Background: an optimization exercise with open tools, aiming at small area. Do not read the settings as production practice.
Only simulation tests tie the RTL to the original design; equivalence was not proved.
Power figures rest on the tool's default switching activity, not on a simulated workload.

--- flow/design.v ---
module clk_div_4 (
  input  wire       clk,
  input  wire       rst,
  output wire       clk_div_4,   
  output wire       word_clk,
  output wire [1:0] phase,       
  output wire [1:0] role,        
  output wire [7:0] p0,          
  output wire       cap,         
  output wire       word_rise,   
  output wire       clr,         
  output wire       ext,         
  output wire       pshift,      
  output wire       wzero        
);
  reg [1:0] div_cnt;
  reg [9:0] cnt;
  reg       init;                
  reg       init2;               
  always @(posedge clk, posedge rst) begin
    if (rst) begin
      div_cnt <= 2'b00;
      cnt     <= 10'd128;
      init    <= 1'b1;
      init2   <= 1'b1;
    end else begin
      div_cnt <= div_cnt + 2'b01;
      if (div_cnt == 2'b01)
        cnt <= cnt + 10'd1;
      if (div_cnt == 2'b11) begin
        init  <= 1'b0;
        init2 <= init;
      end
    end
  end
  assign clk_div_4 = div_cnt[1];
  assign word_clk  = ~cnt[7];
  assign phase     = div_cnt;
  assign role      = div_cnt - cnt[9:8];
  assign p0        = ~cnt[7:0];
  assign cap       = (div_cnt == 2'b01);
  assign word_rise = cap && (cnt[7:0] == 8'hFF);
  wire start = (role == 2'd3) && (cnt[7:0] == 8'd0);
  assign clr    = init | start;
  wire   zinit  = init2 & ~init;
  assign ext    = start | (zinit && div_cnt == 2'b00);
  assign pshift = word_rise | (zinit && div_cnt == 2'b01);
  assign wzero  = init && !div_cnt[1];
endmodule
module word_clk (
  input  wire [1:0]  role,
  input  wire [7:0]  p0,
  input  wire        wzero,
  output wire [15:0] w
);
  wire [16:0] sq = p0 * p0;
  wire [16:0] w1 = (sq - p0) >> 1;
  wire [16:0] w2 = 17'd32640 + {p0, 8'd0} + p0 - sq;
  wire [16:0] w3 = 17'd65536 - w1 - w2;
  reg [16:0] wr;
  always @(*) begin
    case (role)
      2'd1:    wr = w1;
      2'd2:    wr = w2;
      2'd3:    wr = w3;
      default: wr = 17'd0;
    endcase
  end
  assign w = wzero ? 16'd0 : wr[15:0];
endmodule
module data_adc (
  input  wire       clk,
  input  wire       cap,
  input  wire [5:0] din,
  output reg  [5:0] mdat
);
  always @(posedge clk) begin
    if (cap)
      mdat <= din;
  end
endmodule
module filter_sinc3 (
  input  wire        clk,
  input  wire        rst,
  input  wire        x,           
  input  wire [15:0] w,           
  input  wire        clr,
  input  wire        ext,
  input  wire        pshift,
  input  wire        word_rise,
  output reg  [15:0] DATA
);
  reg  [24:0] r0, r1, r2, r3;    
  reg  [15:0] pn, po;            
  wire [24:0] a = clr ? 25'd0 : r3;
  always @(posedge clk) begin
    r0 <= a + (x ? w : 16'd0);
    r1 <= r0;
    r2 <= r1;
    r3 <= r2;
    if (ext)
      pn <= r3[23:8] | {16{r3[24]}};
    if (pshift)
      po <= pn;
  end
  always @(posedge clk, posedge rst) begin
    if (rst)
      DATA <= 16'd0;
    else if (word_rise)
      DATA <= po;
  end
endmodule
module top #(
  parameter WIDTH = 16
  ) (
    input    clk,
    input    rst,
    input    data_in_i1,         
    input    data_in_u1,
    input    data_in_i2,
    input    data_in_u2,
    input    data_in_i3,
    input    data_in_u3,
    output   mclkin,             
    output   word_clk,           
    output   [WIDTH - 1 :0]  data_i1,
    output   [WIDTH - 1 :0]  data_u1,
    output   [WIDTH - 1 :0]  data_i2,
    output   [WIDTH - 1 :0]  data_u2,
    output   [WIDTH - 1 :0]  data_i3,
    output   [WIDTH - 1 :0]  data_u3
);
  wire [1:0]  phase, role;
  wire [7:0]  p0;
  wire        cap, word_rise, clr, ext, pshift, wzero;
  wire [15:0] w;
  wire [5:0]  mdat;
  clk_div_4 ctrl (
    .clk(clk), .rst(rst),
    .clk_div_4(mclkin), .word_clk(word_clk),
    .phase(phase), .role(role), .p0(p0),
    .cap(cap), .word_rise(word_rise),
    .clr(clr), .ext(ext), .pshift(pshift), .wzero(wzero)
  );
  word_clk kernel (
    .role(role), .p0(p0), .wzero(wzero), .w(w)
  );
  data_adc SIGMA_DELTA_DATA (
    .clk(clk), .cap(cap),
    .din({data_in_u3, data_in_i3, data_in_u2, data_in_i2, data_in_u1, data_in_i1}),
    .mdat(mdat)
  );
  wire [15:0] dout [0:5];
  genvar g;
  generate
    for (g = 0; g < 6; g = g + 1) begin : ch
      filter_sinc3 f (
        .clk(clk), .rst(rst),
        .x(mdat[g]), .w(w),
        .clr(clr), .ext(ext), .pshift(pshift), .word_rise(word_rise),
        .DATA(dout[g])
      );
    end
  endgenerate
  assign data_i1 = dout[0];
  assign data_u1 = dout[1];
  assign data_i2 = dout[2];
  assign data_u2 = dout[3];
  assign data_i3 = dout[4];
  assign data_u3 = dout[5];
endmodule
--- flow/constraint.sdc ---
create_clock -name core_clock -period 10.0 [get_ports {clk}]
set_input_delay 2.0000 -clock core_clock [delete_from_list [all_inputs] [get_ports {clk}]]
set_output_delay 2.0000 -clock core_clock [all_outputs]
set_load 0.01 [all_outputs]
--- flow/run.sh ---
#!/bin/bash
# synth_recipe.tcl (not shown) runs the flow's synth.tcl, then flattens the netlist and writes it again
# the make line also repeats each setting of config.mk as NAME=value (left out here)
make -C /OpenROAD-flow-scripts/flow DESIGN_CONFIG=/design/flow/config.mk WORK_HOME=/design/flow/orfs CLKGATE_MAP_FILE= SYNTH_SCRIPT=/design/flow/synth_recipe.tcl finish
--- flow/config.mk ---
export PLATFORM = sky130hd
export DESIGN_NAME = top
export DESIGN_NICKNAME = top
export VERILOG_FILES = /design/flow/design.v
export SDC_FILE = /design/flow/constraint.sdc
export NUM_CORES = 4
export LEC_CHECK = 0
export CAP_MARGIN = 20
export CORE_MARGIN = 2
export CORE_UTILIZATION = 40
export PLACE_DENSITY = 0.6
export SLEW_MARGIN = 20
==> results of run 1 <==
[worst min-delay path by stage]
stage / from / endpoint
global placement: ch[4].f.r1[10]$_DFF_P_ / ch[4].f.r2[10]$_DFF_P_
CTS: ch[5].f.r2[9]$_DFF_P_ / ch[5].f.r3[9]$_DFF_P_
detailed placement: ch[0].f.r1[6]$_DFF_P_ / ch[0].f.r2[6]$_DFF_P_
finish: ch[5].f.r2[9]$_DFF_P_ / ch[5].f.r3[9]$_DFF_P_
floorplan: ch[0].f.r0[0]$_DFF_P_ / ch[0].f.r1[0]$_DFF_P_
global route: ch[5].f.r2[9]$_DFF_P_ / ch[5].f.r3[9]$_DFF_P_
[per-stage QoR]
stage | util (%) | total power, W | area (sq um) | std cells
3_3_place_gp | 43.5 | 0.00599 | 35700 | 3842
6_report | 47.4 | 0.00941 | 38900 | 4012
2_1_floorplan | - | 0.00568 | 33200 | 2671
4_1_cts | 47.4 | 0.00952 | 38900 | 4012
5_1_grt | 47.4 | 0.00989 | 38900 | 4012
3_5_place_dp | 43.6 | 0.00604 | 35800 | 3843
[sequential cells by signal, indices dropped and copies added, names as in the netlist]
signal and count:
ctrl.div_cnt 2, ch.f.r3 150, SIGMA_DELTA_DATA.mdat 6, ch.f.DATA 96, ch.f.r2 150, ch.f.r1 150, ctrl.init 1, ctrl.init2 1
ctrl.cnt 10, ch.f.pn 96, ch.f.po 96, ch.f.r0 150
[metal layers]
layer | GRT usage (%) | vias to the layer above | routed length, um
met2 | 25.7 | 297 | 30300
met1 | 21.2 | 9224 | 31100
met4 | 5.24 | 2 | 1620
li1 | - | 9496 | -
met5 | 0 | - | 11
met3 | 2.42 | 109 | 2280
[placed cells by master (no fill, tap or decap), types with 94 or more instances in the layout]
cell / synthesis / final
ha_1: 190 / 190
inv_1: 121 / 120
xnor2_1: 140 / 139
dfrtp_1: 107 / 107
or2_2: 107 / 107
edfxtp_1: 198 / 198
clkbuf_16: 0 / 96
mux2_2: 97 / 97
nor2_1: 205 / 204
dfxtp_1: 600 / 600
and2_1: 133 / 133
a21oi_1: 122 / 118
clkdlybuf4s50_1: 0 / 105
nand2_1: 95 / 94
[cells by family (layout without fill, tap and decap cells)]
group,Yosys count,after routing
flip-flops,908,908
AND/OR/NAND/NOR,735,735
AO/OA/AOI/OAI,349,349
adder cells (fa/ha/maj),220,220
XOR/XNOR,185,185
buffers and inverters,171,442
multiplexers,101,101
other,1,2
[power by group through the flow]
stage	Combinational (W)	Sequential [W]	Clock [W]
6_report	0.00135	0.00463	0.00343
5_1_grt	0.00151	0.00470	0.00368
3_5_place_dp	0.00133	0.00471	0
2_1_floorplan	0.00107	0.00461	0
4_1_cts	0.00135	0.00464	0.00353
3_3_place_gp	0.00131	0.00469	0
[timing repair]
| action | CTS | global route |
|---|---|---|
| hold buffers | 0 | 0 |
| resized for setup | 0 | 6 |
| endpoints found under the setup margin | 0 | 38 |
[critical path: cells and delay by family (launching register included)]
kind,cells,cell delay [ns]
XOR/XNOR,3,0.56
flip-flops,1,0.37
AO/OA/AOI/OAI,11,2.76
adder cells (fa/ha/maj),10,3.48
AND/OR/NAND/NOR,8,1.32
buffers and inverters,7,0.74
[final cells by class]
| class | count | share of cell area, % |
|---|---|---|
| tap | 1070 | 3.44 |
| clock inverter | 47 | 1.34 |
| sequential | 908 | 53.2 |
| clock buffer | 122 | 6.65 |
| inverter | 121 | 1.17 |
| multi-input combinational | 1592 | 30.5 |
| timing repair buffer | 152 | 3.66 |
==> qor.yml, run 1 <==
status: "no timing/DRC/antenna violations"
vias: 19100
yosys.area.top_type: "dfxtp_1"
htree_levels: 3
rows: 105
io_pins: 106
synth_seq_area_share_pct: 62.5
p_switching_w: 0.00232
n_fill_cell: 7231
cp-start-kind: "flop"
worstMarginPinSlew_ns: 1.06
vias_per_cell: 4.77
worstPathArrival_ns: 9.90
num_antenna_cells: 0
multi_input_comb_area_sq_um: 11900
async_flop_share_pct: 12.1
synth_fa_ha_area_share_pct: 8.98
totalWireLength_um: 65300
syn_inst: 2670
r2r_cells: 39
grt_max_degree: 59
initial_core_util_pct: 40.4
fin_hold_ws_ns: 0.292
fin_skew_ns: 0.0488
clkSinkCount: 908
startpoint: "ctrl.cnt[1]$_DFFE_PP0P_"
cp_max_fo: 8
muxShareOfSynthArea_pct: 3.41
first_pass_iters: 5
slew_violations: 0
switching_share_pct: 24.7
die_width_um: 292
yosysWarnings: 5
synthTopCellsByArea: "dfxtp_1, edfxtp_1, dfrtp_1"
synth-edff-count: 198
endpoint: "ch[0].f.r0[23]$_DFF_P_"
synth_top_area_share_pct: 36.2
critPathKind: "flop to flop"
path_common_cell: "ha_1"
power.clock.fraction_pct: 36.5
insertion_delay_ns: 0.65
comb_power_share_pct: 14.3
ys_ff_latch: 908
synth-compound-area-share_pct: 6.79
track_usage_pct: 15.7
place_hpwl_um: 45300
setup_tns_ns: 0
synth-main-ff-cell: "dfxtp_1"
max_stage_delay_ns: 0.51
endpoint_kind: "flop"
timing.fmax_mhz: 107
maxSlewHeadroom_pct: 29.3
reg2reg_to: "ch[0].f.r0[23]$_DFF_P_"
cpMaxStageDelayCell: "fa_1"
clockBufferDepth: 3
synth_top_family_by_area: "simple AND/OR/NAND/NOR gates"
setup_slack_ns: 0.622
final_nets: 3093
post_synth.cell_area_avg_sq_um: 12.4
rsz0062_at_grt: "false"
synthSimpleGateAreaFrac_pct: 11.5
peakVddDrop_uv: 144
p_leak_nw: 16.7
path_clk_slew_ns: 0.07
port-buffer-count: 105
min_period_over_period_pct: 93.8
gp_congestion: 0.856
grt_pass1_wl_um: 107000
hold_violations: 0
area_growth_pct: 17.3
numCtsBuffers: 90
netlist_area_sq_um: 33200
drt_iter0_drc: 891
ant_nets: 0
root_buffer: "clkbuf_16"
internal_power_w: 0.00708
drc: 0
required_ns: 10.53
grt_pass1_vias: 19800
post-cts-setup-buffers: 0
rrSetupSlack_ns: 0.62
post_drt_wl_per_cell_um: 16.3
min_delay_path_depth: 0
drv_cap: 0
die_y_um: 292
synth.most_common_cell: "dfxtp_1"
power_density_nw_per_um2: 242
grt-ovfl-total: 0
holdCritPathClass: "flop to flop"
period_needed_ns: 9.38
core_area_sq_um: 82100
place_worst_setup_slack_ns: 0.485
setup_violations: 0
tritoncts: "yes"
synth_xor_area_share_pct: 4.89
grt_antenna_before_repair: 2
drive_gt1_share_pct: 14.6
regArea_sq_um: 20700
synth.distinct_cells: 71
synth_common_cells: "dfxtp_1, nor2_1, edfxtp_1"
r2r_start: "ctrl.cnt[1]$_DFFE_PP0P_"
power_frac_seq_pct: 49.2
die_area_sq_um: 85200
==> run 2, diff against run 1 <==
--- a/flow/design.v
+++ b/flow/design.v
@@ -4,5 +4,4 @@
   output wire       clk_div_4,   
   output wire       word_clk,
-  output wire [1:0] phase,       
   output wire [1:0] role,        
   output wire [7:0] p0,          
@@ -36,12 +35,11 @@
   assign clk_div_4 = div_cnt[1];
   assign word_clk  = ~cnt[7];
-  assign phase     = div_cnt;
   assign role      = div_cnt - cnt[9:8];
   assign p0        = ~cnt[7:0];
   assign cap       = (div_cnt == 2'b01);
   assign word_rise = cap && (cnt[7:0] == 8'hFF);
-  wire start = (role == 2'd3) && (cnt[7:0] == 8'd0);
+  wire   start  = (role == 2'd3) && (cnt[7:0] == 8'd0);
+  wire   zinit  = init2 & ~init;
   assign clr    = init | start;
-  wire   zinit  = init2 & ~init;
   assign ext    = start | (zinit && div_cnt == 2'b00);
   assign pshift = word_rise | (zinit && div_cnt == 2'b01);
@@ -49,4 +47,7 @@
 endmodule
 module word_clk (
+  input  wire        clk,
+  input  wire        rst,
+  input  wire        cap,
   input  wire [1:0]  role,
   input  wire [7:0]  p0,
@@ -54,18 +55,44 @@
   output wire [15:0] w
 );
-  wire [16:0] sq = p0 * p0;
-  wire [16:0] w1 = (sq - p0) >> 1;
-  wire [16:0] w2 = 17'd32640 + {p0, 8'd0} + p0 - sq;
-  wire [16:0] w3 = 17'd65536 - w1 - w2;
-  reg [16:0] wr;
+  reg  [14:0] t;
+  wire [14:0] tdec;
+  ripple_add #(15) step (.a(t), .b(~{7'd0, p0 - 8'd1}), .ci(1'b1), .s(tdec));
+  always @(posedge clk, posedge rst) begin
+    if (rst)
+      t <= 15'd8001;              
+    else if (cap)
+      t <= (p0 == 8'd0) ? 15'd32385 : tdec;
+  end
+  reg  [15:0] base, op;
+  reg         ci;
   always @(*) begin
     case (role)
-      2'd1:    wr = w1;
-      2'd2:    wr = w2;
-      2'd3:    wr = w3;
-      default: wr = 17'd0;
+      2'd1:    begin base = 16'd0;                       op = {1'b0, t};  ci = 1'b0; end
+      2'd2:    begin base = {8'h7F + p0, 8'h80};         op = ~{t, 1'b0}; ci = 1'b1; end
+      2'd3:    begin base = {8'h80 - p0, 8'h80};         op = {1'b0, t};  ci = 1'b0; end
+      default: begin base = 16'd0;                       op = 16'd0;      ci = 1'b0; end
     endcase
   end
-  assign w = wzero ? 16'd0 : wr[15:0];
+  wire [15:0] wsum;
+  ripple_add #(16) sum (.a(base), .b(op), .ci(ci), .s(wsum));
+  assign w = wzero ? 16'd0 : wsum;
+endmodule
+module ripple_add #(
+  parameter N = 16
+) (
+  input  wire [N-1:0] a,
+  input  wire [N-1:0] b,
+  input  wire         ci,
+  output wire [N-1:0] s
+);
+  wire [N:0] c;
+  assign c[0] = ci;
+  genvar i;
+  generate
+    for (i = 0; i < N; i = i + 1) begin : bit_
+      assign s[i]   = a[i] ^ b[i] ^ c[i];
+      assign c[i+1] = (a[i] & b[i]) | (a[i] & c[i]) | (b[i] & c[i]);
+    end
+  endgenerate
 endmodule
 module data_adc (
@@ -94,6 +121,9 @@
   reg  [15:0] pn, po;            
   wire [24:0] a = clr ? 25'd0 : r3;
+  wire [24:0] b = {9'd0, x ? w : 16'd0};
+  wire [24:0] s;
+  ripple_add #(25) add (.a(a), .b(b), .ci(1'b0), .s(s));
   always @(posedge clk) begin
-    r0 <= a + (x ? w : 16'd0);
+    r0 <= s;
     r1 <= r0;
     r2 <= r1;
@@ -131,5 +161,5 @@
     output   [WIDTH - 1 :0]  data_u3
 );
-  wire [1:0]  phase, role;
+  wire [1:0]  role;
   wire [7:0]  p0;
   wire        cap, word_rise, clr, ext, pshift, wzero;
@@ -139,9 +169,10 @@
     .clk(clk), .rst(rst),
     .clk_div_4(mclkin), .word_clk(word_clk),
-    .phase(phase), .role(role), .p0(p0),
+    .role(role), .p0(p0),
     .cap(cap), .word_rise(word_rise),
     .clr(clr), .ext(ext), .pshift(pshift), .wzero(wzero)
   );
   word_clk kernel (
+    .clk(clk), .rst(rst), .cap(cap),
     .role(role), .p0(p0), .wzero(wzero), .w(w)
   );
--- a/flow/config.mk
+++ b/flow/config.mk
@@ -8,5 +8,8 @@
 export CAP_MARGIN = 20
 export CORE_MARGIN = 2
-export CORE_UTILIZATION = 40
-export PLACE_DENSITY = 0.6
+export CORE_UTILIZATION = 60
+export CTS_BUF_LIST = sky130_fd_sc_hd__clkbuf_8
+export CTS_CLUSTER_DIAMETER = 50
+export CTS_CLUSTER_SIZE = 20
+export PLACE_DENSITY = 0.75
 export SLEW_MARGIN = 20
==> run 2 against run 1 <==
  * Still clean on timing, DRC and antenna
  * Flip-flop and latch count is 15 higher
  * Die area is 41% lower
  * Register-to-register slack worse by 0.08 ns
  * Worst hold slack better by 0.014 ns
  * Wire length is 32% lower
  * Largest cell class unchanged
==> qor.yml, run 2 <==
cp_max_fo: 11
peakVddDrop_uv: 141
final_nets: 2300
critPathKind: "flop to flop"
final_common_cell: "dfxtp_1"
startpoint: "ctrl.div_cnt[0]$_DFF_PP0_"
r2r_start: "ctrl.div_cnt[0]$_DFF_PP0_"
synthTopCellsByArea: "dfxtp_1, edfxtp_1, dfrtp_1"
synth.distinct_cells: 44
first_pass_iters: 5
maxSlewHeadroom_pct: 23.4
cp-start-kind: "flop"
htree_levels: 2
drt_iter0_drc: 765
worstPathArrival_ns: 10.05
syn_inst: 1999
grt_max_degree: 99
drv_cap: 0
setup_violations: 0
post_synth.cell_area_avg_sq_um: 14.5
setup_slack_ns: 0.539
ys_ff_latch: 923
holdCritPathClass: "flop to flop"
fin_skew_ns: 0.0324
max_stage_delay_ns: 0.61
cts_resized: 0
grt_pass1_vias: 13900
status: "no timing/DRC/antenna violations"
root_buffer: "clkbuf_8"
worstMarginPinSlew_ns: 1.14
ant_nets: 0
path_clk_slew_ns: 0.12
setup_tns_ns: 0
rrSetupSlack_ns: 0.54
io_pins: 106
vias_per_cell: 4.91
async_flop_share_pct: 13.5
initial_core_util_pct: 60.7
final_cell_mix: "dfxtp_1, nand2_1, edfxtp_1, and2_1, dfrtp_1"
postPlaceCellArea_sq_um: 30400
core_area_sq_um: 47600
synth_seq_area_share_pct: 73.0
synth-edff-count: 198
rows: 80
path_common_cell: "fa_1"
die_y_um: 223
grt_pass1_wl_um: 73300
gp_congestion: 0.828
synth.most_common_cell: "dfxtp_1"
rsz0062_at_grt: "false"
port-buffer-count: 105
p_leak_nw: 13.8
synth_common_cells: "dfxtp_1, nand2_1, edfxtp_1"
post-cts-setup-buffers: 0
place_hpwl_um: 28600
final_area_sq_um: 31700
yosysWarnings: 5
grt_antenna_before_repair: 5
tritoncts: "yes"
netlist_area_sq_um: 28900
insertion_delay_ns: 0.70
drc: 0
totalWireLength_um: 44700
place_worst_setup_slack_ns: 0.629
cpMaxStageDelayCell: "ha_1"
die_width_um: 223
grt-ovfl-total: 0
clockBufferDepth: 3
timing.fmax_mhz: 106
drive_gt1_share_pct: 10.3
yosys.area.top_type: "dfxtp_1"
power_density_nw_per_um2: 187
die_area_sq_um: 49900
post_drt_wl_per_cell_um: 16.1
fin_hold_ws_ns: 0.306
area_growth_pct: 9.78
vias: 13600
post-route-util_pct: 66.6
endpoint_kind: "flop"
min_period_over_period_pct: 94.6
n_fill_cell: 3305
synth_top_area_share_pct: 41.6
hold_violations: 0
hold_buffers: 0
synth-main-ff-cell: "dfxtp_1"
numCtsBuffers: 59
period_needed_ns: 9.46
slew_violations: 0
track_usage_pct: 18.8
clkSinkCount: 923
required_ns: 10.59
hold_path.startpoint: "ch[3].f.r2[14]$_DFF_P_"
run 2: cell count changes in the layout (fill, tap and decap cells not counted), moves of 61 or more:
cell | before | now
nand2_1 | 94 | 327
nor2_1 | 204 | 23
xnor2_1 | 139 | 16
ha_1 | 190 | 73
a21oi_1 | 118 | 10
clkbuf_16 | 96 | 0
mux2_2 | 97 | 1
fa_1 | 30 | 105
o21ai_0 | 62 | 1
run 2: final cells by class:
| class | instances | area (sq um) | area share (%) |
|---|---|---|---|
| sequential | 923 | 21100 | 66.5 |
| inverter | 62 | 235 | 0.741 |
| tap | 615 | 769 | 2.43 |
| antenna | 1 | 2.50 | 0.00789 |
| clock inverter | 42 | 387 | 1.22 |
| timing repair buffer | 122 | 1190 | 3.75 |
| clock buffer | 63 | 867 | 2.73 |
| multi-input combinational | 946 | 7180 | 22.6 |
run 2: through the flow:
stage          std cells  total power, W
2_1_floorplan       1999         0.00414
3_3_place_gp        2667         0.00415
3_5_place_dp        2667         0.00417
4_1_cts             2772         0.00602
5_1_grt             2774         0.00616
6_report            2774         0.00595
run 2: worst paths after layout:
check	end	cells past startpoint
min in group asynchronous	ch[0].f.DATA[12]$_DFFE_PP0P_	2
worst min register to register	ch[3].f.r3[14]$_DFF_P_	0
worst max register to register	ch[0].f.r0[24]$_DFF_P_	34
worst min-delay path	ch[3].f.r3[14]$_DFF_P_	0
max in group asynchronous	ch[1].f.DATA[5]$_DFFE_PP0P_	3
worst max-delay path	ch[0].f.r0[24]$_DFF_P_	34
run 2: worst max-delay path, delay by kind of cell (launching register included):
family | cells | cell delay [ns]
AO/OA/AOI/OAI | 1 | 0.18
XOR/XNOR | 1 | 0.12
AND/OR/NAND/NOR | 3 | 0.59
flip-flops | 1 | 0.40
buffers and inverters | 4 | 0.26
adder cells (fa/ha/maj) | 25 | 7.79
run 2: cell families (layout without fill, tap and decap cells):
logic type	Yosys count	after routing	synth area share, %
flops	923	923	73.0
buf+inv	130	289	2.29
xor+xnor	24	24	0.844
other cells	0	1	0
simple gates	696	696	12.1
compound gates	35	35	0.827
mux	13	13	0.498
fa+ha+maj	178	178	10.4
run 2: metal layers:
metal,routed length [um],share of wire (%),GRT usage (%)
met5,0,0,0
met4,1020,2.3,5.23
met2,20700,46,30.1
met3,2060,4.6,3.74
met1,20900,47,26.6
run 2: power breakdown:
group          internal, W  switching (W)   total, W
Sequential         0.00402      0.0000469    0.00407
Combinational   0.00000270      0.0000109  0.0000136
Clock             0.000724        0.00114    0.00187
Total              0.00475        0.00120    0.00595
==> run 3, diff against run 2 <==
==> flow/config.mk (replaced) <==
export PLATFORM = sky130hd
export DESIGN_NAME = top
export DESIGN_NICKNAME = top
export VERILOG_FILES = /design/flow/design.v
export SDC_FILE = /design/flow/constraint.sdc
export NUM_CORES = 4
export LEC_CHECK = 0
export CAP_MARGIN = 20
export CORE_MARGIN = 2
export CORE_UTILIZATION = 40
export PLACE_DENSITY = 0.6
export SLEW_MARGIN = 20
==> run 3 against run 2 <==
  * First-iteration DRC count is 12% lower
  * Highest routed layer unchanged
  * Largest power group unchanged
  * Cell count is 14% higher
  * Flip-flop and latch count stayed put
  * Still clean
  * Synthesized cell count stayed put
  * Power is 27% higher
  * Design area is 7.3% higher
  * Clock-buffer cell count is 64 higher
  * Utilization is 19 points lower
  * Die area is 49% higher
==> qor.yml, run 3 <==
max_stage_delay_ns: 0.61
htree_levels: 3
numCtsBuffers: 88
io_pins: 106
n_fill_cell: 6101
synthTopCellsByArea: "dfxtp_1, edfxtp_1, dfrtp_1"
drc: 0
power_density_nw_per_um2: 222
r2r_cells: 34
clkSinkCount: 923
cp_max_fo: 11
worstPathArrival_ns: 9.98
rsz0062_at_grt: "false"
tritoncts: "yes"
cpMaxStageDelayCell: "ha_1"
netlist_area_sq_um: 28900
gp_congestion: 0.789
drv_cap: 0
synth.most_common_cell: "dfxtp_1"
core_area_sq_um: 71500
yosys.area.top_type: "dfxtp_1"
grt_antenna_before_repair: 1
place_hpwl_um: 31000
hold_violations: 0
synth_common_cells: "dfxtp_1, nand2_1, edfxtp_1"
root_buffer: "clkbuf_16"
ant_nets: 0
placed_cells: 3006
status: "no timing/DRC/antenna violations"
insertion_delay_ns: 0.64
post-route-util_pct: 47.6
slew_violations: 0
path_clk_slew_ns: 0.06
r2r_start: "ctrl.div_cnt[0]$_DFF_PP0_"
vias: 13900
final_cell_mix: "dfxtp_1, nand2_1, edfxtp_1, and2_1, dfrtp_1"
holdCritPathClass: "flop to flop"
min_period_over_period_pct: 94.6
synth_seq_area_share_pct: 73.0
totalWireLength_um: 48200
critPathKind: "flop to flop"
setup_violations: 0
maxSlewHeadroom_pct: 19.3
synth.distinct_cells: 44
cp-start-kind: "flop"
path_common_cell: "fa_1"
die_y_um: 273
required_ns: 10.52
first_pass_iters: 5
met2_length_um: 22100
port-buffer-count: 105
post_synth.cell_area_avg_sq_um: 14.5
initial_core_util_pct: 40.4
grt-ovfl-total: 0
final_common_cell: "dfxtp_1"
hold_path.startpoint: "ch[0].f.r1[5]$_DFF_P_"
min_delay_path_depth: 0
fin_skew_ns: 0.0280
post-cts-setup-buffers: 0
grt_max_degree: 73
final_nets: 2332
syn_inst: 1999
die_area_sq_um: 74400
synth-edff-count: 198
clockBufferDepth: 3
grt_pass1_vias: 14800
yosysWarnings: 5
grt_pass1_wl_um: 79000
period_needed_ns: 9.46
layoutNonFillerInstCount: 3172
drive_gt1_share_pct: 13.0
peakVddDrop_uv: 128
area_growth_pct: 17.8
track_usage_pct: 13.5
holdPathEnd: "ch[0].f.r2[5]$_DFF_P_"
drt_iter0_drc: 670
worstMarginPinSlew_ns: 1.21
top_layer_used: "met4"
m1WireLength_um: 22700
synth-main-ff-cell: "dfxtp_1"
timing.fmax_mhz: 106
cts_resized: 0
vias_per_cell: 4.38
met3_wirelength_um: 2090
post_drt_wl_per_cell_um: 15.2
ys_ff_latch: 923
hold_buffers: 0
num_antenna_cells: 0
reg2reg_to: "ch[5].f.r0[24]$_DFF_P_"
synth_top_area_share_pct: 41.6
startpoint: "ctrl.div_cnt[0]$_DFF_PP0_"
setup_tns_ns: 0
p_leak_nw: 14.6
die_width_um: 273
rows: 98
endpoint_kind: "flop"
rrSetupSlack_ns: 0.54
async_flop_share_pct: 13.5
## run 3: cell counts after synthesis
No cell type changed its count.
## run 3: layout make-up
cell class	count	area, sq um	share of cell area [%]
inverter	62	238	0.698
multi-input combinational	946	7170	21.1
timing repair buffer	125	1200	3.53
clock inverter	39	512	1.50
tap	950	1190	3.49
sequential	923	21100	62.0
clock buffer	127	2630	7.74
## run 3: metrics by stage
step	hold slack, ns	worst slack [ns]	instance area [sq um]	power, W
floorplan	0.310	0.882	28900	0.00414
detailed placement	0.312	0.567	30900	0.00417
global route	0.303	0.0744	34000	0.00782
global placement	0.310	0.723	30900	0.00415
finish	0.308	0.543	34000	0.00756
CTS	0.310	0.538	34000	0.00766
## run 3: cell families (layout without fill, tap and decap cells)
logic type | after synthesis | count (layout) | synth area share (%)
fa+ha+maj | 178 | 178 | 10.4
flops | 923 | 923 | 73.0
xor+xnor | 24 | 24 | 0.844
buf+inv | 130 | 353 | 2.29
mux | 13 | 13 | 0.498
compound gates | 35 | 35 | 0.827
simple gates | 696 | 696 | 12.1
## run 3: report_power, final
group | switching, W | total (W) | internal (W)
Combinational | 0.0000109 | 0.0000136 | 0.00000274
Clock | 0.00142 | 0.00347 | 0.00205
Sequential | 0.0000474 | 0.00407 | 0.00402
## run 3: routing by layer
| metal | up-vias | track usage (%) |
|---|---|---|
| li1 | 6697 | - |
| met1 | 6852 | 18.4 |
| met2 | 228 | 21.5 |
| met3 | 101 | 2.64 |
| met4 | 0 | 5.12 |
| met5 | - | 0 |
## run 3: worst max-delay path by stage
stage	endpoint	cells after the start
5_1_grt	ch[5].f.r0[24]$_DFF_P_	34
2_1_floorplan	ch[0].f.po[0]$_DFFE_PP_	5
3_5_place_dp	ch[2].f.r0[24]$_DFF_P_	34
4_1_cts	ch[5].f.r0[24]$_DFF_P_	34
6_report	ch[5].f.r0[24]$_DFF_P_	34
3_3_place_gp	ch[2].f.r0[24]$_DFF_P_	35
## run 3: critical path: cells and delay by family, from the launching register on
family | cells | cell delay, ns
compound gates | 1 | 0.18
xor+xnor | 1 | 0.12
fa+ha+maj | 25 | 7.80
buf+inv | 4 | 0.27
flops | 1 | 0.39
simple gates | 3 | 0.57
==> run 4, diff against run 3 <==
--- a/flow/design.v
+++ b/flow/design.v
@@ -57,5 +57,5 @@
   reg  [14:0] t;
   wire [14:0] tdec;
-  ripple_add #(15) step (.a(t), .b(~{7'd0, p0 - 8'd1}), .ci(1'b1), .s(tdec));
+  ripple_add #(15) step (.a(t), .b(~{7'd0, p0 - 8'd1}), .ci(1'b1), .s(tdec), .co());
   always @(posedge clk, posedge rst) begin
     if (rst)
@@ -75,5 +75,5 @@
   end
   wire [15:0] wsum;
-  ripple_add #(16) sum (.a(base), .b(op), .ci(ci), .s(wsum));
+  ripple_add #(16) sum (.a(base), .b(op), .ci(ci), .s(wsum), .co());
   assign w = wzero ? 16'd0 : wsum;
 endmodule
@@ -84,8 +84,10 @@
   input  wire [N-1:0] b,
   input  wire         ci,
-  output wire [N-1:0] s
+  output wire [N-1:0] s,
+  output wire         co
 );
   wire [N:0] c;
   assign c[0] = ci;
+  assign co   = c[N];
   genvar i;
   generate
@@ -118,17 +120,18 @@
   output reg  [15:0] DATA
 );
-  reg  [24:0] r0, r1, r2, r3;    
+  reg  [23:0] r0, r1, r2, r3;    
   reg  [15:0] pn, po;            
-  wire [24:0] a = clr ? 25'd0 : r3;
-  wire [24:0] b = {9'd0, x ? w : 16'd0};
-  wire [24:0] s;
-  ripple_add #(25) add (.a(a), .b(b), .ci(1'b0), .s(s));
+  wire [23:0] a = clr ? 24'd0 : r3;
+  wire [23:0] b = {8'd0, x ? w : 16'd0};
+  wire [23:0] s;
+  wire        co;
+  ripple_add #(24) add (.a(a), .b(b), .ci(1'b0), .s(s), .co(co));
   always @(posedge clk) begin
-    r0 <= s;
+    r0 <= {s[23:8] | {16{co}}, s[7:0]};
     r1 <= r0;
     r2 <= r1;
     r3 <= r2;
     if (ext)
-      pn <= r3[23:8] | {16{r3[24]}};
+      pn <= r3[23:8];
     if (pshift)
       po <= pn;
--- a/flow/config.mk
+++ b/flow/config.mk
@@ -8,5 +8,8 @@
 export CAP_MARGIN = 20
 export CORE_MARGIN = 2
-export CORE_UTILIZATION = 40
-export PLACE_DENSITY = 0.6
+export CORE_UTILIZATION = 60
+export CTS_BUF_LIST = sky130_fd_sc_hd__clkbuf_8
+export CTS_CLUSTER_DIAMETER = 50
+export CTS_CLUSTER_SIZE = 20
+export PLACE_DENSITY = 0.75
 export SLEW_MARGIN = 20
==> run 4 against run 3 <==
  * Die area decreased by 34%
  * First-iteration DRC count increased by 30%
  * Flip-flop and latch count decreased by 24
  * Synthesized area decreased by 2.0%
  * Largest cell class unchanged
  * Largest power group unchanged
  * Clock-buffer cell count decreased by 65
  * Global-route usage increased by 5.9 points
  * Register-to-register slack got worse by 0.24 ns
  * Clock power decreased by 48%
  * Still clean
  * Critical endpoint is now ch[1].f.r0[15]$_DFF_P_
==> qor.yml, run 4 <==
hold_violations: 0
cp_max_fo: 7
rows: 79
gp_congestion: 0.840
die_width_um: 221
yosys.area.top_type: "dfxtp_1"
track_usage_pct: 19.4
timing.fmax_mhz: 103
synth.most_common_cell: "dfxtp_1"
ant_nets: 0
setup_slack_ns: 0.304
synth-main-ff-cell: "dfxtp_1"
vias: 13600
die_area_sq_um: 48900
worstMarginPinSlew_ns: 1.22
area_growth_pct: 10.8
totalWireLength_um: 46600
holdCritPathClass: "flop to flop"
period_needed_ns: 9.70
port-buffer-count: 105
status: "no timing/DRC/antenna violations"
synth-edff-count: 198
synthTopCellsByArea: "dfxtp_1, edfxtp_1, dfrtp_1"
clkSinkCount: 899
synth.distinct_cells: 40
path_common_cell: "fa_1"
grt_pass1_vias: 14000
drt_iter0_drc: 869
root_buffer: "clkbuf_8"
r2r_start: "ctrl.cnt[1]$_DFFE_PP0P_"
cp-start-kind: "flop"
initial_core_util_pct: 60.8
power_density_nw_per_um2: 184
grt_max_degree: 104
synth_common_cells: "dfxtp_1, nand2_1, edfxtp_1"
min_period_over_period_pct: 97.0
hold_buffers: 0
drive_gt1_share_pct: 7.21
setup_violations: 0
post-route-util_pct: 67.4
grt_pass1_wl_um: 74800
place_worst_setup_slack_ns: 0.0902
path_clk_slew_ns: 0.12
synth_top_area_share_pct: 40.7
endpoint_kind: "flop"
netlist_area_sq_um: 28300
final_cell_mix: "dfxtp_1, nand2_1, edfxtp_1, and2_1, dfrtp_1"
fin_hold_ws_ns: 0.320
post_synth.cell_area_avg_sq_um: 14.1
grt-ovfl-total: 0
clockBufferDepth: 3
drv_cap: 0
final_common_cell: "dfxtp_1"
startpoint: "ctrl.cnt[1]$_DFFE_PP0P_"
insertion_delay_ns: 0.71
fin_skew_ns: 0.0321
required_ns: 10.59
setup_tns_ns: 0
numCtsBuffers: 59
die_y_um: 221
grt_antenna_before_repair: 0
slew_violations: 0
p_leak_nw: 13.7
cpMaxStageDelayCell: "or4b_4"
place_hpwl_um: 30200
hold_path.startpoint: "ch[4].f.r2[16]$_DFF_P_"
peakVddDrop_uv: 109
ys_ff_latch: 899
vias_per_cell: 4.90
drc: 0
async_flop_share_pct: 13.9
io_pins: 106
synth_seq_area_share_pct: 72.8
core_area_sq_um: 46600
syn_inst: 2002
final_nets: 2310
htree_levels: 2
worstPathArrival_ns: 10.28
post_drt_wl_per_cell_um: 16.7
yosysWarnings: 5
maxSlewHeadroom_pct: 18.6
first_pass_iters: 5
max_stage_delay_ns: 0.46
tritoncts: "yes"
critPathKind: "flop to flop"
-- run 4: through the flow --
stage                     cells  total power [W]  instance area, sq um
after floorplan            2002          0.00404                 28300
after global placement     2666          0.00406                 30000
after detailed placement   2666          0.00407                 30000
after CTS                  2774          0.00583                 31200
after global routing       2784          0.00598                 31400
final                      2786          0.00578                 31400
-- run 4: critical path, delay by kind of cell, from the launching register on --
kind	cells	cell delay (ns)
adder cells (fa/ha/maj)	24	7.03
buffers and inverters	7	0.70
flip-flops	1	0.42
AO/OA/AOI/OAI	1	0.24
AND/OR/NAND/NOR	5	1.18
-- run 4: timing repair --
item,CTS,global route
resized for setup,0,21
setup buffers,0,6
endpoints found under the setup margin,0,60
-- run 4: kinds of logic (layout without fill, tap and decap cells) --
group                      Yosys count  in the layout  synth area share, %
muxes                               10             10                0.371
xor gates and xnor gates            17             17                0.526
adders and majority gates          172            172                 10.4
and+or+nand+nor                    708            708                 12.4
DFF                                899            899                 72.8
other                                0              2                    0
buffers and inverters              139            314                 2.14
AOI/OAI and AO/OA                   57             57                 1.32
-- run 4: metal layers --
| layer | vias to the layer above | GRT usage (%) | wire length (um) |
|---|---|---|---|
| met3 | 83 | 3.47 | 1900 |
| met5 | - | 0 | 0 |
| met2 | 280 | 29.6 | 21000 |
| li1 | 6648 | - | - |
| met1 | 6628 | 28.3 | 22400 |
| met4 | 0 | 6.82 | 1340 |
-- run 4: final timing paths --
| path | to | slack [ns] | cells after the start |
|---|---|---|---|
| hold reg to reg | ch[4].f.r3[16]$_DFF_P_ | 0.32 | 0 |
| setup / recovery | ch[1].f.r0[15]$_DFF_P_ | 0.30 | 37 |
| max in group asynchronous | ch[1].f.DATA[6]$_DFFE_PP0P_ | 6.81 | 3 |
| hold / removal | ch[4].f.r3[16]$_DFF_P_ | 0.32 | 0 |
| setup reg to reg | ch[1].f.r0[15]$_DFF_P_ | 0.30 | 37 |
| min in group asynchronous | ch[0].f.DATA[3]$_DFFE_PP0P_ | 1.81 | 2 |
-- run 4: final cells by class --
type                    count  area [sq um]
flip-flops and latches    899         20600
multi-input cells         964          7150
inverters                  64           243
clock buffers              62           853
diodes                      2          5.00
clock inverters            46           355
well taps                 607           759
repair buffers            142          1390
fillers                  3190         15200
-- run 4: report_power, final --
group	internal (W)	switching, W
Combinational	0.00000268	0.0000106
Sequential	0.00392	0.0000490
Clock	0.000649	0.00114
==> run 5, diff against run 4 <==
==> flow/flow/run.sh (new file) <==
#!/bin/bash
# Standard layout with three changes: port buffers use the smallest buffer,
# the clock tree uses clkbuf_8 with clusters of up to 20 sinks, and CTS adds
# no dummy loads.  Each tool's output goes to the ORFS logs under orfs/logs/;
# this script's own output goes to flow.log.
set -euo pipefail
export BUFFER_PORTS_ARGS="-buffer_cell sky130_fd_sc_hd__buf_1"
export CTS_ARGS="-sink_clustering_enable -repair_clock_nets -dont_use_dummy_load -buf_list sky130_fd_sc_hd__clkbuf_8 -sink_clustering_size 20 -sink_clustering_max_diameter 50"
bash standard.sh > flow.log 2>&1
==> flow/standard.sh (new file) <==
#!/bin/bash
# synth_recipe.tcl (not shown) runs the flow's synth.tcl, then flattens the netlist and writes it again
# the make line also repeats each setting of config.mk as NAME=value (left out here)
make -C /OpenROAD-flow-scripts/flow DESIGN_CONFIG=/design/flow/config.mk WORK_HOME=/design/flow/orfs CLKGATE_MAP_FILE= SYNTH_SCRIPT=/design/flow/synth_recipe.tcl "${@:-finish}"
==> flow/config.mk (replaced) <==
export PLATFORM = sky130hd
export DESIGN_NAME = top
export DESIGN_NICKNAME = top
export VERILOG_FILES = /design/flow/design.v
export SDC_FILE = /design/flow/constraint.sdc
export NUM_CORES = 4
export LEC_CHECK = 0
export CAP_MARGIN = 20
export CORE_MARGIN = 2
export CORE_UTILIZATION = 75
export PLACE_DENSITY = 0.88
export SLEW_MARGIN = 20
removed: flow/run.sh
==> run 5 against run 4 <==
  * Clock power fell by 19%
  * Critical path type unchanged
  * Register-to-register slack got worse by 0.09 ns
  * Critical path depth fell by 1
  * Largest power group unchanged
==> qor.yml, run 5 <==
place_hpwl_um: 30900
worstPathArrival_ns: 10.34
netlist_area_sq_um: 28300
ys_ff_latch: 899
drv_cap: 0
hold_buffers: 0
post_synth.cell_area_avg_sq_um: 14.1
maxSlewHeadroom_pct: 18.5
cp_max_fo: 15
grt_pass1_vias: 14300
period_needed_ns: 9.78
rows: 71
hold_violations: 0
setup_violations: 0
required_ns: 10.56
core_area_sq_um: 37400
tritoncts: "yes"
worstPathBufferInverterCount: 6
r2r_cells: 36
layoutNonFillerInstCount: 2631
grt-ovfl-total: 0
fin_skew_ns: 0.0458
peakVddDrop_uv: 93.2
async_flop_share_pct: 13.9
max_stage_delay_ns: 0.47
syn_inst: 2002
synth-main-ff-cell: "dfxtp_1"
synth_top_family_by_area: "simple AND/OR/NAND/NOR gates"
final_nets: 2301
synth-edff-count: 198
r2r_start: "ctrl.cnt[1]$_DFFE_PP0P_"
hold_path.startpoint: "ch[2].f.r0[0]$_DFF_P_"
synth_seq_area_share_pct: 72.8
numCtsBuffers: 53
min_period_over_period_pct: 97.8
vias: 14100
post_drt_wl_per_cell_um: 18.7
min_delay_path_depth: 0
synth_common_cells: "dfxtp_1, nand2_1, edfxtp_1"
setup_tns_ns: 0
postPlaceCellArea_sq_um: 29200
port-buffer-count: 105
die_width_um: 198
crit_family: "adder cells"
critPathKind: "flop to flop"
n_fill_cell: 1912
grt_pass1_wl_um: 76400
synth_fa_ha_area_share_pct: 10.4
worstMarginPinSlew_ns: 1.22
rrSetupSlack_ns: 0.22
initial_core_util_pct: 75.7
final_cell_mix: "dfxtp_1, nand2_1, edfxtp_1, and2_1, dfrtp_1"
final_common_cell: "dfxtp_1"
holdPathEnd: "ch[2].f.r1[0]$_DFF_P_"
yosys.area.top_type: "dfxtp_1"
slew_violations: 0
reg2reg_to: "ch[5].f.r0[16]$_DFF_P_"
clkSinkCount: 899
gp_congestion: 0.844
synth.most_common_cell: "dfxtp_1"
place_worst_setup_slack_ns: 0.150
vias_per_cell: 5.37
ant_nets: 0
endpoint_kind: "flop"
fin_hold_ws_ns: 0.295
synthSimpleGateAreaFrac_pct: 12.4
setup_slack_ns: 0.217
holdCritPathClass: "flop to flop"
drive_gt1_share_pct: 6.04
htree_levels: 2
p_leak_nw: 13.2
area_growth_pct: 6.40
root_buffer: "clkbuf_8"
drc: 0
yosysWarnings: 5
final_area_sq_um: 30100
clockBufferDepth: 3
muxShareOfSynthArea_pct: 0.371
grt_max_degree: 104
synth.distinct_cells: 40
status: "no timing/DRC/antenna violations"
totalWireLength_um: 49100
path_clk_slew_ns: 0.11
synth-compound-area-share_pct: 1.32
power_density_nw_per_um2: 181
first_pass_iters: 8
insertion_delay_ns: 0.66
drt_iter0_drc: 994
cpMaxStageDelayCell: "or4b_4"
synth_top_area_share_pct: 40.7
placed_cells: 2568
path_common_cell: "fa_1"
synth_xor_area_share_pct: 0.526
die_area_sq_um: 39300
synthTopCellsByArea: "dfxtp_1, edfxtp_1, dfrtp_1"
cp-start-kind: "flop"
timing.fmax_mhz: 102
track_usage_pct: 25.7
grt_antenna_before_repair: 3
die_y_um: 198
io_pins: 106
[run 5: cell counts after synthesis]
Identical to the previous run, type by type.
[run 5: routing by layer]
| layer | global-route usage, % | vias to the layer above | share of wire, % |
|---|---|---|---|
| met2 | 41.7 | 444 | 49 |
| li1 | - | 6571 | - |
| met3 | 4.41 | 130 | 5.3 |
| met5 | 0 | - | 0 |
| met4 | 9.36 | 0 | 3.4 |
| met1 | 35.7 | 6975 | 43 |
[run 5: stage by stage]
step | util, % | power (W)
2_1_floorplan | - | 0.00404
3_3_place_gp | 78.1 | 0.00405
3_5_place_dp | 78.1 | 0.00407
4_1_cts | 80.1 | 0.00547
5_1_grt | 80.5 | 0.00560
6_report | 80.5 | 0.00544
[run 5: worst max path at each step]
stage | start | end | cells past startpoint
after floorplan | ctrl.div_cnt[0]$_DFF_PP0_ | ch[0].f.r0[13]$_DFF_P_ | 39
after detailed placement | ctrl.cnt[1]$_DFFE_PP0P_ | ch[3].f.r0[13]$_DFF_P_ | 37
after CTS | ctrl.cnt[1]$_DFFE_PP0P_ | ch[3].f.r0[21]$_DFF_P_ | 37
final | ctrl.cnt[1]$_DFFE_PP0P_ | ch[5].f.r0[16]$_DFF_P_ | 36
after global routing | ctrl.cnt[1]$_DFFE_PP0P_ | ch[5].f.r0[11]$_DFF_P_ | 36
after global placement | ctrl.cnt[1]$_DFFE_PP0P_ | ch[4].f.r0[18]$_DFF_P_ | 36
[run 5: cell type report]
class / instances / area (sq um) / area share (%)
antenna: 1 / 2.50 / 0.00831
timing repair buffer: 139 / 706 / 2.34
multi-input combinational: 964 / 7180 / 23.8
clock buffer: 53 / 729 / 2.42
inverter: 64 / 243 / 0.806
tap: 511 / 639 / 2.12
sequential: 899 / 20600 / 68.5
[run 5: cells by family (layout without fill, tap and decap cells)]
family          after synthesis  after routing
compound gates               57             57
xor+xnor                     17             17
fa+ha+maj                   172            172
buf+inv                     139            256
flops                       899            899
mux                          10             10
other cells                   0              1
simple gates                708            708
[run 5: repair_timing]
action	4_1_cts	5_1_grt
endpoints found under the setup margin	15	90
gates resized for setup	0	26
cloned	0	3
pin swaps	1	2
setup buffers	2	3
[run 5: power by group]
part | internal [W] | switching (W) | total [W]
Combinational | 0.00000118 | 0.0000104 | 0.0000116
Sequential | 0.00392 | 0.0000510 | 0.00397
Clock | 0.000478 | 0.000975 | 0.00145
==> run 6, diff against run 5 <==
--- a/flow/config.mk
+++ b/flow/config.mk
@@ -8,5 +8,5 @@
 export CAP_MARGIN = 20
 export CORE_MARGIN = 2
-export CORE_UTILIZATION = 75
-export PLACE_DENSITY = 0.88
+export CORE_UTILIZATION = 60
+export PLACE_DENSITY = 0.75
 export SLEW_MARGIN = 20
==> run 6 against run 5 <==
  * Critical endpoint is now ch[3].f.r0[9]$_DFF_P_
  * Utilization fell by 16 points
  * Cell count rose by 3.6%
  * Via count fell by 4.1%
  * Clock power rose by 3%
  * Die area rose by 24%
  * Clock-buffer cell count rose by 4
  * Clock skew rose by 0.037 ns
  * Power rose by 0.72%
  * Worst hold slack got worse by 0.016 ns
  * First-iteration DRC count fell by 23%
  * Critical path type unchanged
  * Global-route usage fell by 6.3 points
  * Setup slack improved by 0.20 ns
==> qor.yml, run 6 <==
status: "no timing/DRC/antenna violations"
required_ns: 10.57
synth-edff-count: 198
synthTopCellsByArea: "dfxtp_1, edfxtp_1, dfrtp_1"
ys_ff_latch: 899
die_width_um: 221
final_cell_mix: "dfxtp_1, nand2_1, edfxtp_1, and2_1, dfrtp_1"
final_nets: 2301
grt_pass1_vias: 13900
rsz0062_at_grt: "false"
place_hpwl_um: 30100
synth_seq_area_share_pct: 72.8
track_usage_pct: 19.4
first_pass_iters: 5
grt-ovfl-total: 0
synth_top_family_by_area: "simple AND/OR/NAND/NOR gates"
io_pins: 106
synth_top_area_share_pct: 40.7
rrSetupSlack_ns: 0.42
async_flop_share_pct: 13.9
grt_antenna_before_repair: 0
worstPathArrival_ns: 10.15
slew_violations: 0
cp-start-kind: "flop"
drt_iter0_drc: 764
muxShareOfSynthArea_pct: 0.371
netlist_area_sq_um: 28300
die_area_sq_um: 48900
insertion_delay_ns: 0.67
crit_family: "adder cells"
port-buffer-count: 105
min_period_over_period_pct: 95.8
drc: 0
hold_violations: 0
clockBufferDepth: 3
post_synth.cell_area_avg_sq_um: 14.1
power_density_nw_per_um2: 182
synth-compound-area-share_pct: 1.32
post_drt_wl_per_cell_um: 16.8
p_leak_nw: 13.2
max_stage_delay_ns: 0.46
path_clk_slew_ns: 0.11
r2r_start: "ctrl.cnt[1]$_DFFE_PP0P_"
grt_max_degree: 65
timing.fmax_mhz: 104
r2r_cells: 37
tritoncts: "yes"
vias: 13500
synth_common_cells: "dfxtp_1, nand2_1, edfxtp_1"
setup_violations: 0
path_common_cell: "fa_1"
startpoint: "ctrl.cnt[1]$_DFFE_PP0P_"
num_antenna_cells: 0
htree_levels: 2
critPathKind: "flop to flop"
ant_nets: 0
endpoint_kind: "flop"
final_common_cell: "dfxtp_1"
synth.distinct_cells: 40
die_y_um: 221
drv_cap: 0
clkSinkCount: 899
synth.most_common_cell: "dfxtp_1"
synth_xor_area_share_pct: 0.526
holdCritPathClass: "flop to flop"
finalPower_w: 0.00548
gp_congestion: 0.840
maxSlewHeadroom_pct: 25.1
worstPathBufferInverterCount: 7
yosysWarnings: 5
synth-main-ff-cell: "dfxtp_1"
cp_max_fo: 15
syn_inst: 2002
worstMarginPinSlew_ns: 1.12
totalWireLength_um: 45800
synthSimpleGateAreaFrac_pct: 12.4
cp_num_cells: 37
drive_gt1_share_pct: 5.38
core_area_sq_um: 46600
numCtsBuffers: 57
vias_per_cell: 4.97
fin_skew_ns: 0.0825
rows: 79
setup_tns_ns: 0
area_growth_pct: 6.60
yosys.area.top_type: "dfxtp_1"
peakVddDrop_uv: 134
endpoint: "ch[3].f.r0[9]$_DFF_P_"
initial_core_util_pct: 60.8
cpMaxStageDelayCell: "or4b_4"
root_buffer: "clkbuf_8"
synth_fa_ha_area_share_pct: 10.4
reg2reg_to: "ch[3].f.r0[9]$_DFF_P_"
grt_pass1_wl_um: 74800
period_needed_ns: 9.58
run 6: per-stage QoR:
| step | util (%) | std cells | cell area (sq um) | worst slack [ns] | hold slack, ns |
|---|---|---|---|---|---|
| final | 64.8 | 2726 | 30200 | 0.421 | 0.280 |
| after floorplan | - | 2002 | 28300 | 0.487 | 0.310 |
| after global routing | 64.8 | 2726 | 30200 | 0.00387 | 0.268 |
| after CTS | 64.7 | 2723 | 30100 | 0.210 | 0.279 |
| after detailed placement | 63.1 | 2666 | 29400 | 0.190 | 0.312 |
| after global placement | 63.0 | 2665 | 29300 | 0.382 | 0.310 |
run 6: final cells by class:
class                      instances  area [sq um]
fill                            3321         16400
timing repair buffer             135           643
tap                              607           759
sequential                       899         20600
clock buffer                      57           785
inverter                          64           243
multi-input combinational        964          7130
run 6: timing repair:
item,4_1_cts,5_1_grt
hold buffers,0,0
gates resized for setup,0,5
setup endpoints to repair,0,45
setup buffers,0,3
run 6: logic make-up (layout without fill, tap and decap cells):
| kind of cell | Yosys count | in the layout |
|---|---|---|
| compound gates | 57 | 57 |
| buf+inv | 139 | 256 |
| simple gates | 708 | 708 |
| xor+xnor | 17 | 17 |
| mux | 10 | 10 |
| flops | 899 | 899 |
| fa+ha+maj | 172 | 172 |
run 6: worst min-delay path by stage:
stage / start / to / slack, ns / cells past startpoint
after floorplan: ch[0].f.r0[0]$_DFF_P_ / ch[0].f.r1[0]$_DFF_P_ / 0.31 / 0
after global placement: ch[5].f.r2[8]$_DFF_P_ / ch[5].f.r3[8]$_DFF_P_ / 0.31 / 0
after detailed placement: ch[4].f.r1[1]$_DFF_P_ / ch[4].f.r2[1]$_DFF_P_ / 0.31 / 0
after CTS: ch[5].f.r1[1]$_DFF_P_ / ch[5].f.r2[1]$_DFF_P_ / 0.28 / 0
after global routing: ch[5].f.r1[1]$_DFF_P_ / ch[5].f.r2[1]$_DFF_P_ / 0.27 / 0
final: ch[5].f.r1[1]$_DFF_P_ / ch[5].f.r2[1]$_DFF_P_ / 0.28 / 0
run 6: report_power, final:
part | internal (W) | switching, W | total [W]
logic | 0.000000922 | 0.0000106 | 0.0000115
clock network | 0.000511 | 0.000983 | 0.00149
registers | 0.00392 | 0.0000492 | 0.00397
total | 0.00444 | 0.00104 | 0.00548
run 6: per-layer routing:
layer	GRT usage, %	vias to the layer above	share of wire, %
met5	0	-	0
met1	28.6	6643	47
met4	5.91	0	2.3
met2	30.3	261	46
met3	2.84	70	4.5
li1	-	6570	-
run 6: worst reg2reg max path: cells and delay by family (launching register included):
kind | cells | cell delay, ns
DFF | 1 | 0.43
adders and majority gates | 24 | 7.03
buffers and inverters | 7 | 0.76
and+or+nand+nor | 5 | 1.12
AOI/OAI and AO/OA | 1 | 0.21
==> run 7, diff against run 6 <==
--- a/flow/design.v
+++ b/flow/design.v
@@ -5,5 +5,6 @@
   output wire       word_clk,
   output wire [1:0] role,        
-  output wire [7:0] p0,          
+  output wire [7:0] m,           
+  output wire [7:0] m1,          
   output wire       cap,         
   output wire       word_rise,   
@@ -15,4 +16,5 @@
   reg [1:0] div_cnt;
   reg [9:0] cnt;
+  wire [9:0] cnt1 = cnt + 10'd1;
   reg       init;                
   reg       init2;               
@@ -26,5 +28,5 @@
       div_cnt <= div_cnt + 2'b01;
       if (div_cnt == 2'b01)
-        cnt <= cnt + 10'd1;
+        cnt <= cnt1;
       if (div_cnt == 2'b11) begin
         init  <= 1'b0;
@@ -36,5 +38,6 @@
   assign word_clk  = ~cnt[7];
   assign role      = div_cnt - cnt[9:8];
-  assign p0        = ~cnt[7:0];
+  assign m         = cnt[7:0];
+  assign m1        = cnt1[7:0];
   assign cap       = (div_cnt == 2'b01);
   assign word_rise = cap && (cnt[7:0] == 8'hFF);
@@ -51,30 +54,31 @@
   input  wire        cap,
   input  wire [1:0]  role,
-  input  wire [7:0]  p0,
+  input  wire [7:0]  m,           
+  input  wire [7:0]  m1,          
   input  wire        wzero,
-  output wire [15:0] w
+  output wire [15:0] nw           
 );
   reg  [14:0] t;
   wire [14:0] tdec;
-  ripple_add #(15) step (.a(t), .b(~{7'd0, p0 - 8'd1}), .ci(1'b1), .s(tdec), .co());
+  ripple_add #(15) step (.a(t), .b({7'h7F, m1}), .ci(1'b1), .s(tdec), .co());
   always @(posedge clk, posedge rst) begin
     if (rst)
       t <= 15'd8001;              
     else if (cap)
-      t <= (p0 == 8'd0) ? 15'd32385 : tdec;
-  end
+      t <= (m == 8'hFF) ? 15'd32385 : tdec;
+  end
+  wire [7:0] hb = m + 8'h81;
+  wire [1:0] r  = wzero ? 2'd0 : role;
   reg  [15:0] base, op;
   reg         ci;
   always @(*) begin
-    case (role)
-      2'd1:    begin base = 16'd0;                       op = {1'b0, t};  ci = 1'b0; end
-      2'd2:    begin base = {8'h7F + p0, 8'h80};         op = ~{t, 1'b0}; ci = 1'b1; end
-      2'd3:    begin base = {8'h80 - p0, 8'h80};         op = {1'b0, t};  ci = 1'b0; end
-      default: begin base = 16'd0;                       op = 16'd0;      ci = 1'b0; end
+    case (r)
+      2'd1:    begin base = 16'd0;          op = {1'b0, t};  ci = 1'b0; end
+      2'd2:    begin base = {~hb, 8'h80};   op = ~{t, 1'b0}; ci = 1'b1; end
+      2'd3:    begin base = {hb, 8'h80};    op = {1'b0, t};  ci = 1'b0; end
+      default: begin base = 16'd0;          op = 16'd0;      ci = 1'b0; end
     endcase
   end
-  wire [15:0] wsum;
-  ripple_add #(16) sum (.a(base), .b(op), .ci(ci), .s(wsum), .co());
-  assign w = wzero ? 16'd0 : wsum;
+  ripple_add #(16) sum (.a(~base), .b(~op), .ci(~ci), .s(nw), .co());
 endmodule
 module ripple_add #(
@@ -102,9 +106,9 @@
   input  wire       cap,
   input  wire [5:0] din,
-  output reg  [5:0] mdat
+  output reg  [5:0] nmdat
 );
   always @(posedge clk) begin
     if (cap)
-      mdat <= din;
+      nmdat <= ~din;
   end
 endmodule
@@ -112,6 +116,6 @@
   input  wire        clk,
   input  wire        rst,
-  input  wire        x,           
-  input  wire [15:0] w,           
+  input  wire        nx,          
+  input  wire [15:0] nw,          
   input  wire        clr,
   input  wire        ext,
@@ -123,5 +127,5 @@
   reg  [15:0] pn, po;            
   wire [23:0] a = clr ? 24'd0 : r3;
-  wire [23:0] b = {8'd0, x ? w : 16'd0};
+  wire [23:0] b = {8'd0, ~({16{nx}} | nw)};
   wire [23:0] s;
   wire        co;
@@ -165,12 +169,12 @@
 );
   wire [1:0]  role;
-  wire [7:0]  p0;
+  wire [7:0]  m, m1;
   wire        cap, word_rise, clr, ext, pshift, wzero;
-  wire [15:0] w;
-  wire [5:0]  mdat;
+  wire [15:0] nw;
+  wire [5:0]  nmdat;
   clk_div_4 ctrl (
     .clk(clk), .rst(rst),
     .clk_div_4(mclkin), .word_clk(word_clk),
-    .role(role), .p0(p0),
+    .role(role), .m(m), .m1(m1),
     .cap(cap), .word_rise(word_rise),
     .clr(clr), .ext(ext), .pshift(pshift), .wzero(wzero)
@@ -178,10 +182,10 @@
   word_clk kernel (
     .clk(clk), .rst(rst), .cap(cap),
-    .role(role), .p0(p0), .wzero(wzero), .w(w)
+    .role(role), .m(m), .m1(m1), .wzero(wzero), .nw(nw)
   );
   data_adc SIGMA_DELTA_DATA (
     .clk(clk), .cap(cap),
     .din({data_in_u3, data_in_i3, data_in_u2, data_in_i2, data_in_u1, data_in_i1}),
-    .mdat(mdat)
+    .nmdat(nmdat)
   );
   wire [15:0] dout [0:5];
@@ -191,5 +195,5 @@
       filter_sinc3 f (
         .clk(clk), .rst(rst),
-        .x(mdat[g]), .w(w),
+        .nx(nmdat[g]), .nw(nw),
         .clr(clr), .ext(ext), .pshift(pshift), .word_rise(word_rise),
         .DATA(dout[g])
--- a/flow/flow/run.sh
+++ b/flow/flow/run.sh
@@ -6,4 +6,4 @@
 set -euo pipefail
 export BUFFER_PORTS_ARGS="-buffer_cell sky130_fd_sc_hd__buf_1"
-export CTS_ARGS="-sink_clustering_enable -repair_clock_nets -dont_use_dummy_load -buf_list sky130_fd_sc_hd__clkbuf_8 -sink_clustering_size 20 -sink_clustering_max_diameter 50"
+export CTS_ARGS="-sink_clustering_enable -repair_clock_nets -dont_use_dummy_load -buf_list sky130_fd_sc_hd__clkbuf_4 -sink_clustering_size 12 -sink_clustering_max_diameter 40"
 bash standard.sh > flow.log 2>&1
==> run 7 against run 6 <==
  * Still clean
  * Power is 0.37% lower
  * Sequential share of layout area is 0.28 points higher
  * Synthesized cell count is 13% lower
  * Clock-buffer cell count is 44 higher
  * Fmax hardly changed
  * Wire length is 7.9% lower
  * Highest routed layer unchanged
==> qor.yml, run 7 <==
status: "no timing/DRC/antenna violations"
rrSetupSlack_ns: 0.42
ant_nets: 0
crit_family: "adder cells"
synthTopCellsByArea: "dfxtp_1, edfxtp_1, dfrtp_1"
die_width_um: 220
cp-start-kind: "flop"
final_common_cell: "dfxtp_1"
track_usage_pct: 18.7
totalWireLength_um: 42200
power_density_nw_per_um2: 182
drc: 0
maxSlewHeadroom_pct: 43.1
async_flop_share_pct: 13.9
max_stage_delay_ns: 0.41
vias: 12600
insertion_delay_ns: 0.86
holdPathEnd: "ch[1].f.r2[1]$_DFF_P_"
timing.fmax_mhz: 104
period_needed_ns: 9.58
synth-edff-count: 198
grt_max_degree: 72
grt-ovfl-total: 0
vias_per_cell: 4.98
clockBufferDepth: 3
yosys.area.top_type: "dfxtp_1"
required_ns: 10.66
post_synth.cell_area_avg_sq_um: 16.1
die_area_sq_um: 48500
drt_iter0_drc: 511
fin_skew_ns: 0.0888
p_switching_w: 0.00107
cpMaxStageDelayCell: "dfrtp_1"
hold_buffers: 0
hold_path.startpoint: "ch[1].f.r1[1]$_DFF_P_"
worstPathBufferInverterCount: 5
drv_cap: 0
yosysWarnings: 5
post_drt_wl_per_cell_um: 16.7
synth-main-ff-cell: "dfxtp_1"
reg2reg_to: "ch[0].f.r0[11]$_DFF_P_"
first_pass_iters: 5
grt_antenna_before_repair: 3
core_area_sq_um: 46400
n_fill_cell: 3318
peakVddDrop_uv: 109
synth.most_common_cell: "dfxtp_1"
internal_power_w: 0.00439
grt_pass1_vias: 13400
syn_inst: 1741
path_clk_slew_ns: 0.11
switching_share_pct: 19.6
holdCritPathClass: "flop to flop"
hold_violations: 0
grt_pass1_wl_um: 69500
worstPathArrival_ns: 10.24
min_period_over_period_pct: 95.8
p_leak_nw: 13.0
htree_levels: 3
slew_violations: 0
comb_power_share_pct: 0.2
endpoint_kind: "flop"
finalPower_w: 0.00546
numCtsBuffers: 101
synth_common_cells: "dfxtp_1, edfxtp_1, and2_1"
r2r_start: "ctrl.div_cnt[0]$_DFF_PP0_"
cp_max_fo: 15
final_cell_mix: "dfxtp_1, edfxtp_1, and2_1, dfrtp_1, buf_1"
initial_core_util_pct: 60.6
rsz0062_at_grt: "false"
synth_seq_area_share_pct: 73.4
rows: 79
path_common_cell: "fa_1"
io_pins: 106
critPathKind: "flop to flop"
startpoint: "ctrl.div_cnt[0]$_DFF_PP0_"
netlist_area_sq_um: 28100
drive_gt1_share_pct: 17.5
root_buffer: "clkbuf_4"
post-route-util_pct: 64.8
area_growth_pct: 7.04
worstMarginPinSlew_ns: 0.854
tritoncts: "yes"
port-buffer-count: 105
r2r_cells: 36
synth.distinct_cells: 47
power.clock.fraction_pct: 27.0
die_y_um: 220
ys_ff_latch: 899
clkSinkCount: 899
place_hpwl_um: 27500
gp_congestion: 0.817
setup_violations: 0
final_nets: 2104
power_frac_seq_pct: 72.8
min_delay_path_depth: 0
synth_top_area_share_pct: 41.1
run 7: cell types whose count changed in the layout (fill, tap and decap cells not counted), moves of 34 or more:
cell / change
and2_1: -48
or2_2: +79
clkbuf_4: +101
nor2b_1: +71
and3_1: -34
clkbuf_8: -57
mux2_2: +63
nand2_1: -290
nand2b_1: -80
run 7: logic make-up (layout without fill, tap and decap cells):
logic type	Yosys count	count (layout)	synth area share, %
DFF	899	899	73.4
and+or+nand+nor	388	388	8.19
adders and majority gates	172	172	10.5
buffers and inverters	114	295	1.76
muxes	98	98	4.33
AOI/OAI and AO/OA	46	46	1.08
xor gates and xnor gates	24	24	0.749
other	0	5	0
run 7: power by group through the flow:
stage,registers (W),clock network (W),logic [W]
floorplan,0.00403,0,0.00000767
global placement,0.00404,0,0.0000128
detailed placement,0.00406,0,0.0000132
CTS,0.00398,0.00154,0.0000132
global route,0.00400,0.00168,0.0000147
finish,0.00397,0.00147,0.0000121
run 7: worst max-delay path by stage:
stage / slack [ns] / cells past startpoint / endpoint
2_1_floorplan: 0.39 / 37 / ch[0].f.r0[13]$_DFF_P_
3_3_place_gp: 0.12 / 36 / ch[3].f.r0[16]$_DFF_P_
3_5_place_dp: -0.10 / 36 / ch[1].f.r0[15]$_DFF_P_
4_1_cts: 0.08 / 36 / ch[0].f.r0[11]$_DFF_P_
5_1_grt: 0.008 / 36 / ch[3].f.r0[14]$_DFF_P_
6_report: 0.42 / 36 / ch[0].f.r0[11]$_DFF_P_
run 7: final cells by class:
type / instances / area [sq um] / area share, %
Antenna cell: 5 / 12.5 / 0.0416
Clock buffer: 101 / 758 / 2.52
Inverter: 63 / 239 / 0.795
Multi-Input combinational cell: 728 / 7060 / 23.5
Sequential cell: 899 / 20600 / 68.6
Tap cell: 607 / 759 / 2.53
Timing Repair Buffer: 131 / 606 / 2.01
run 7: layer usage:
layer | routed length (um) | global-route usage, % | up-vias | part of all wire [%]
li1 | - | - | 6011 | -
met4 | 1080 | 6.60 | 0 | 2.6
met2 | 19700 | 28.9 | 224 | 47
met5 | 0 | 0 | - | 0
met3 | 1860 | 4.56 | 94 | 4.4
met1 | 19600 | 26.1 | 6294 | 47
run 7: through the flow:
stage | std cells | hold slack [ns] | setup slack, ns | TNS, ns | cell area [sq um]
after floorplan | 1741 | 0.310 | 0.392 | 0 | 28100
after global placement | 2426 | 0.310 | 0.124 | 0 | 29200
after detailed placement | 2426 | 0.312 | -0.102 | -1.42 | 29200
after CTS | 2527 | 0.278 | 0.0756 | 0 | 30000
after global routing | 2532 | 0.286 | 0.00813 | 0 | 30100
final | 2534 | 0.274 | 0.423 | 0 | 30100
run 7: repair_timing:
action | 4_1_cts | 5_1_grt
endpoints found under the setup margin | 3 | 82
pin swaps | 0 | 1
buffers inserted | 0 | 2
cloned | 0 | 0
gates resized for setup | 1 | 19
run 7: worst reg2reg max path, delay by kind of cell (launching register included):
| family | cells | cell delay (ns) |
|---|---|---|
| AND/OR/NAND/NOR | 4 | 0.76 |
| buffers and inverters | 5 | 0.46 |
| XOR/XNOR | 1 | 0.20 |
| AO/OA/AOI/OAI | 1 | 0.11 |
| flip-flops | 1 | 0.41 |
| adder cells (fa/ha/maj) | 24 | 7.21 |
| multiplexers | 1 | 0.28 |

[afterwards: timing with drivers on the ports]
The flow's constraints put no driver on any port. The routed layouts listed below were extracted and timed again, unchanged, in two steps. Step 1, drivers: a clkbuf_16 drives clk and a buf_2 each remaining input, both assumed. Step 2, shift: input delay + t, output delay - t, t = (earliest + latest rising clock arrival at the registers) / 2. This alone moves slack from input paths to output paths. Three values: no drivers, after step 1, after step 2; two values: the first two.
run | t, ns | slack for setup (ns) | latest minus earliest clock arrival (ns) | worst data-port slew with drivers (ns)
run 1 | 0.691 | 0.622 / 0.622 / 0.622 | 0.049 / 0.049 | 0.03
run 2 | 0.734 | 0.539 / 0.539 / 0.539 | 0.033 / 0.032 | 0.04
run 3 | 0.687 | 0.543 / 0.543 / 0.543 | 0.029 / 0.028 | 0.03
run 4 | 0.744 | 0.304 / 0.304 / 0.304 | 0.037 / 0.037 | 0.03
run 5 | 0.692 | 0.217 / 0.217 / 0.217 | 0.047 / 0.048 | 0.03
run 6 | 0.686 | 0.421 / 0.421 / 0.421 | 0.083 / 0.083 | 0.03
run 7 | 0.868 | 0.423 / 0.423 / 0.423 | 0.092 / 0.092 | 0.03
After both steps setup and hold are still met in every run listed.
